Background: an optimization exercise with open tools, aiming at small area, a short achievable clock period and few clock cycles per item. Do not read the settings as production practice.
Only simulation tests tie the RTL to the original design; equivalence was not proved.

Setup of run A:
Design lut_master, start of the top module:
module lut_master #(parameter data_width = 16) (
		input wire clk,
		input wire reset,
		input wire req,
		input wire [8 - 1 : 0] lut_handle,
		input wire [data_width - 1 : 0] req_arg,
		output wire [data_width - 1 : 0] data_out,
		output reg valid,
		output reg invalid_request
	);
	wire handle_ok = (lut_handle[8 - 1 : 1] == 0);
	wire is_tanh   = lut_handle[0];
	always @(posedge clk) begin
		if (reset) begin
			invalid_request <= 0;
			valid <= 0;
		end
		else begin
			if (req && !handle_ok)
				invalid_request <= 1;
			valid <= req && handle_ok && !invalid_request;
		end
	end
	wire       mirror = is_tanh ? req_arg[15] : req_arg[13];
	wire       neg    = is_tanh ? req_arg[15] : req_arg[14];
	wire [9:0] pair_a = (is_tanh ? req_arg[14:5] : {1'b0, req_arg[12:4]}) ^ {10{mirror}};
	wire [3:0] frac   = is_tanh ? req_arg[4:1] : req_arg[3:0];
	wire [22:0] k;
	wire [13:0] c1;
	wire [5:0]  c2;
	wire [15:0] ya, yb;
	wire        c7;
	wire [7:0]  dh;
	wire        e;
	lut_coef_rom coef (.addr({is_tanh, pair_a[9:4]}), .k(k), .c1(c1), .c2(c2));
	lut_eval eval (
		.k(k), .c1(c1), .c2(c2),
		.is_tanh(is_tanh),
		.xs({req_arg[13], req_arg[7:4]}),
		.xt({req_arg[15], req_arg[8:5]}),
		.mirror(mirror),
		.neg(neg),
		.ya(ya), .yb(yb), .c7(c7), .dh(dh), .e(e)
	);
	reg [15:0] ya_r, yb_r;
	reg        c7_r;
	reg [7:0]  dh_r;
	reg        e_r;
	reg [3:0]  frac_r;
	reg        mirror_r;
	reg        neg_r;
	always @(posedge clk) begin
		ya_r     <= ya;
  ...
Size: roughly 2600 cells after synthesis, roughly 41 flip-flops, about 45 I/O pins, roughly 0.013 mm2 of cells after synthesis.
Settings: LEC_CHECK=0, ABC_AREA=1, CAP_MARGIN=20, CORE_MARGIN=2, CORE_UTILIZATION=45, GPL_TIMING_DRIVEN=0, PLACE_DENSITY=0.6, SETUP_SLACK_MARGIN=2.0, SLEW_MARGIN=20, SYNTH_MEMORY_MAX_BITS=70000; clock period 8.0 ns.
standard.sh (not shown) runs the stock make flow with config.mk's settings and CLKGATE_MAP_FILE= SYNTH_SCRIPT=/design/flow/synth_recipe.tcl, a recipe that flattens the netlist after the stock synthesis.
==> flow/flow/run.sh <==
#!/bin/bash
# Standard layout, with two changes: the input and output ports are buffered
# by buf_4 cells instead of the delay buffers buffer_ports picks by default,
# and synthesis leaves the adders to abc instead of mapping them to the
# platform's full/half adder cells (the registers are the standard ones).
set -euo pipefail
bash standard.sh "BUFFER_PORTS_ARGS=-buffer_cell sky130_fd_sc_hd__buf_4" "ADDER_MAP_FILE=" finish > make_finish.log 2>&1
Run A finished all stages; the layout is clean.
Testbench counts of run A, summed over its fixed seeds: cycles 12,008, items 12,000.
### run A -> run B
Settings: a deleted GPL_TIMING_DRIVEN that had been 0; a change of CORE_UTILIZATION from 45 to 35; a change of PLACE_DENSITY from 0.6 to 0.45.
Results
The final setup skew of run B exceeds that of run A by 0.0060 ns. Summary of run B over run A: wire length lost about 3.4%, global-route usage fell 8.5 points, overall die width now larger. The core of run B is less densely filled than that of run A. Summary — number of standard cells in the final layout excluding fillers, run B relative to run A: higher, by about 3%. Looking at run A and run B, the hold slack is a wash. A capturing element of the worst setup path of data_out[8] is what run A shows, while data_out[11] belongs to run B. Number of DRC markers in iteration 0 of run B falls short of that of run A by more than a quarter. Between run A and run B, the flow reports number of global-route vias before repair decreasing by a few percent. In run B, tapcell count is higher than in run A.
> inputs changed (run B -> run C)
Settings: CAP_MARGIN: 20 -> 10; CORE_UTILIZATION: 35 -> 45; SLEW_MARGIN: 20 -> 10; PLACE_DENSITY: 0.45 -> 0.6.
### Flow results
Initial antenna violation count for run C: 1 down relative to run B. Looking at detailed-placement wirelength estimate, run C sits 11% below run B.
## Diff of input files: run D against run C
Settings: PLACE_DENSITY now 0.65, was 0.6; CORE_UTILIZATION now 55, was 45; CAP_MARGIN now 20, was 10; SLEW_MARGIN now 20, was 10.
Findings:
- Run C → run D: clock latency reported for the late side of the worst-skew pair ~0 delta; antenna cell count went up 1.
- Width of the die went down by a little under 10% going from run C to run D.
- Core utilization: run D vs run C up 12 points
- Sort run D and run C by die boundary height, descending, and run C comes first.
- The global-route wire length before repair number comes out higher for run D vs run C.

========
v55:
Starting RTL as in the previous note.
export LEC_CHECK = 0
export ABC_AREA = 1
export CAP_MARGIN = 20
export CORE_MARGIN = 2
export CORE_UTILIZATION = 45
export PLACE_DENSITY = 0.6
export SETUP_SLACK_MARGIN = 1.75
export SLEW_MARGIN = 20
export SYNTH_MEMORY_MAX_BITS = 70000
create_clock -name core_clock -period 8.0 [get_ports {clk}]
Scripts as last shown in full above: flow/flow/run.sh
The final layout from v55, which completed every stage, passed the timing, DRC and antenna checks at the end of the flow.
Testbench counts of v55, summed over its fixed seeds: cycles 12,008, items 12,000.
What v12 does differently from v55 at the input level:
diff --git a/flow/config.mk b/flow/config.mk
--- a/flow/config.mk
+++ b/flow/config.mk
@@ -11,5 +11,5 @@
 export CORE_UTILIZATION = 45
 export PLACE_DENSITY = 0.6
-export SETUP_SLACK_MARGIN = 1.75
+export SETUP_SLACK_MARGIN = 1.0
 export SLEW_MARGIN = 20
 export SYNTH_MEMORY_MAX_BITS = 70000
Number of standard cells in the final layout excluding fillers delta (v55 -> v12): insignificant. Compared with v55, v12 shows final standard cell utilization of the core lower by 0.42 points. Non-clock buffer count, v12 vs v55: down by a few percent. Number of flops mapped to enable cells by yosys: v12 vs v55 identical. Changes observed in v12 relative to v55: achievable clock frequency now smaller; area of the multi-input gates now smaller. Detailed-route wire length of v55 is on par with v12.
The following lists how v36 was set up differently from v12:
diff --git a/flow/config.mk b/flow/config.mk
--- a/flow/config.mk
+++ b/flow/config.mk
@@ -11,5 +11,5 @@
 export CORE_UTILIZATION = 45
 export PLACE_DENSITY = 0.6
-export SETUP_SLACK_MARGIN = 1.0
+export SETUP_SLACK_MARGIN = 2.0
 export SLEW_MARGIN = 20
 export SYNTH_MEMORY_MAX_BITS = 70000
Results
Re final standard cell utilization of the core: v36 and v12 aren't equal, and the higher value belongs to v36.
Between v36 and v12, the difference in met2 demand-to-capacity share in global routing is negligible.
Fraction of standard cell area that is sequential of v36 is on par with v12.
v36 -> v12: global-route total usage across every layer flat
#### Input delta (v10 over v36)
==> flow/flow/run.sh <==
#!/bin/bash
# Standard layout, with the input and output ports buffered by buf_4 cells
# instead of the delay buffers buffer_ports picks by default.
set -euo pipefail
bash standard.sh "BUFFER_PORTS_ARGS=-buffer_cell sky130_fd_sc_hd__buf_4" finish > make_finish.log 2>&1
diff --git a/flow/config.mk b/flow/config.mk
--- a/flow/config.mk
+++ b/flow/config.mk
@@ -11,5 +11,4 @@
 export CORE_UTILIZATION = 45
 export PLACE_DENSITY = 0.6
-export SETUP_SLACK_MARGIN = 2.0
 export SLEW_MARGIN = 20
 export SYNTH_MEMORY_MAX_BITS = 70000
Results
- In summary, v10 completed successfully, with a layout that passed the timing, DRC and antenna checks.
- The delay of the slowest cell on the worst path in v10 sits 0.05 ns above the value recorded for v36.
- Between v36 and v10, the number of cells in the design after placement is higher for v36.
- Changes observed in v10 relative to v36: post-detailed-placement half-perimeter wirelength lost 7.4%; clock-buffer cell count did not really move; area growth from synthesis to layout picked up an extra 5.1 points; synthesized area per cell rose by 31%.
What v47 does differently from v10 at the input level:
==> flow/flow/run.sh <==
#!/bin/bash
# Standard layout, with two changes: the input and output ports are buffered
# by buf_4 cells instead of the delay buffers buffer_ports picks by default,
# and synthesis leaves the adders to abc instead of mapping them to the
# platform's full/half adder cells (the registers are the standard ones).
set -euo pipefail
bash standard.sh "BUFFER_PORTS_ARGS=-buffer_cell sky130_fd_sc_hd__buf_4" "ADDER_MAP_FILE=" finish > make_finish.log 2>&1
diff --git a/flow/config.mk b/flow/config.mk
--- a/flow/config.mk
+++ b/flow/config.mk
@@ -11,4 +11,5 @@
 export CORE_UTILIZATION = 45
 export PLACE_DENSITY = 0.6
+export SETUP_SLACK_MARGIN = 2.25
 export SLEW_MARGIN = 20
 export SYNTH_MEMORY_MAX_BITS = 70000
## What came out
Compared with v10, v47 shows flip-flop and latch area higher by 0.30%. Diff v10 -> v47: vertical die dimension increased by 15 um relative to the old numbers; fraction of the core area covered by cells at the end of the flow down 0.45 points; growth of design area from synthesis to finish shows an increase of 0.29 points; sequential cell area fraction in the yosys report went down by 1.3 points. Summary — total buffers and inverters traversed by the critical path, v47 relative to v10: lower, by 3. Diff v10 -> v47 | total met2 wirelength after detailed routing | up by a little under 10%. Relative to v10, the met1 routed wirelength after detailed routing measured on v47 has increased by more than 10%. v47 vs v10: number of placed cells counting well taps up in v47.

========
Starting RTL as in the previous note.
## lut_master
module lut_master #(parameter data_width = 16) (
		input wire clk,
		input wire reset,
		input wire req,
		input wire [8 - 1 : 0] lut_handle,
		input wire [data_width - 1 : 0] req_arg,
		output wire [data_width - 1 : 0] data_out,
		output reg valid,
		output reg invalid_request
	);
clock: 8.0 ns
lec_check: 0
abc_area: 1
cap_margin: 20
core_margin: 2
core_utilization: 45
place_density: 0.6
setup_slack_margin: 2.0
slew_margin: 20
synth_memory_max_bits: 70000
tns_end_percent: 20
==> flow/flow/run.sh <==
#!/bin/bash
# Standard layout, with two changes: the input and output ports are buffered
# by buf_4 cells instead of the delay buffers buffer_ports picks by default,
# and synthesis leaves the adders to abc instead of mapping them to the
# platform's full/half adder cells (the registers are the standard ones).
set -euo pipefail
bash standard.sh "BUFFER_PORTS_ARGS=-buffer_cell sky130_fd_sc_hd__buf_4" "ADDER_MAP_FILE=" finish > make_finish.log 2>&1
Testbench counts at the start, summed over its fixed seeds: cycles 12,008, items 12,000.
Next try:
Settings changed: SETUP_SLACK_MARGIN 2.0 to default, TNS_END_PERCENT 20 to default.
After rerunning:
- The new run finished with timing, DRC and antenna clean
- cell area went down by 2.1%
- global-route usage hardly moves
- routed wire length came out lower by about 0.55%
- utilization shrinks by 1.0 points
Next try:
Settings changed: CORE_UTILIZATION 45 to 40, PLACE_DENSITY 0.6 to 0.55, SETUP_SLACK_MARGIN from default to 2.0.
After rerunning: The new run finished with timing, DRC and antenna clean; non-clock buffer count climbs by 12; routed wire length climbs by a few percent; cell count climbs by a few percent.
Next try:
Settings changed: CORE_UTILIZATION 40 to 45, PLACE_DENSITY 0.55 to 0.6, SETUP_SLACK_MARGIN 2.0 to 2.5.
Outcome: Clock-buffer cell count does not change; area after synthesis is unchanged; via count grows by a few percent; cell count barely changes; global-route usage grows by 2.1 points; flip-flop and latch count is unchanged; sequential share of layout area shrinks by 0.40 points; worst setup slack improves by 0.21 ns; routed wire length stays flat; worst hold slack degrades by 0.0083 ns.

-- re-timing with driven ports --
How much do the figures lean on ideal ports? The routed layouts below were timed once more, with nothing changed but the port constraints. Step 1 assumes that a clkbuf_16 drives the clock port and a buf_2 every other input. Step 2 times the ports against the registers' clock, not the clock port: input delays grow and output delays shrink by t, the midpoint of the rising clock arrivals with the driver on. Slacks: no drivers / after step 1 / after step 2; pairs: no drivers / after step 1.
run | t, ns | setup WS [ns] | worst setup path at the end | worst register clock-pin slew, ns
run A | 0.338 | 2.070 / 2.027 / 1.915 | input to register | 0.06 / 0.06
run B | 0.355 | 2.391 / 2.338 / 2.066 | input to register | 0.08 / 0.08
run C | 0.357 | 2.326 / 2.309 / 1.963 | input to register | 0.08 / 0.08
run D | 0.351 | 1.162 / 1.112 / 1.463 | register to output | 0.08 / 0.08
v55 | 0.356 | 2.004 / 2.025 / 1.668 | input to register | 0.08 / 0.08
v12 | 0.356 | 1.662 / 1.692 / 1.336 | input to register | 0.08 / 0.08
v36 | 0.357 | 2.326 / 2.309 / 1.963 | input to register | 0.08 / 0.08
v10 | 0.331 | 0.244 / 0.263 / -0.068 | input to register | 0.06 / 0.06
v47 | 0.352 | 2.421 / 2.386 / 2.034 | input to register | 0.08 / 0.08
the first run of note 3 | 0.356 | 2.315 / 2.289 / 1.951 | input to register | 0.08 / 0.08
the second run of note 3 | 0.356 | 1.662 / 1.692 / 1.336 | input to register | 0.08 / 0.08
the third run of note 3 | 0.335 | 2.279 / 2.258 / 1.958 | input to register | 0.07 / 0.07
the fourth run of note 3 | 0.358 | 2.490 / 2.437 / 2.129 | input to register | 0.08 / 0.08
With both steps, setup timing fails in v10, where it was met with ideal ports. For v47, which loses most, drivers alone change the setup slack by -0.035 ns; drivers and shift together by -0.387 ns.
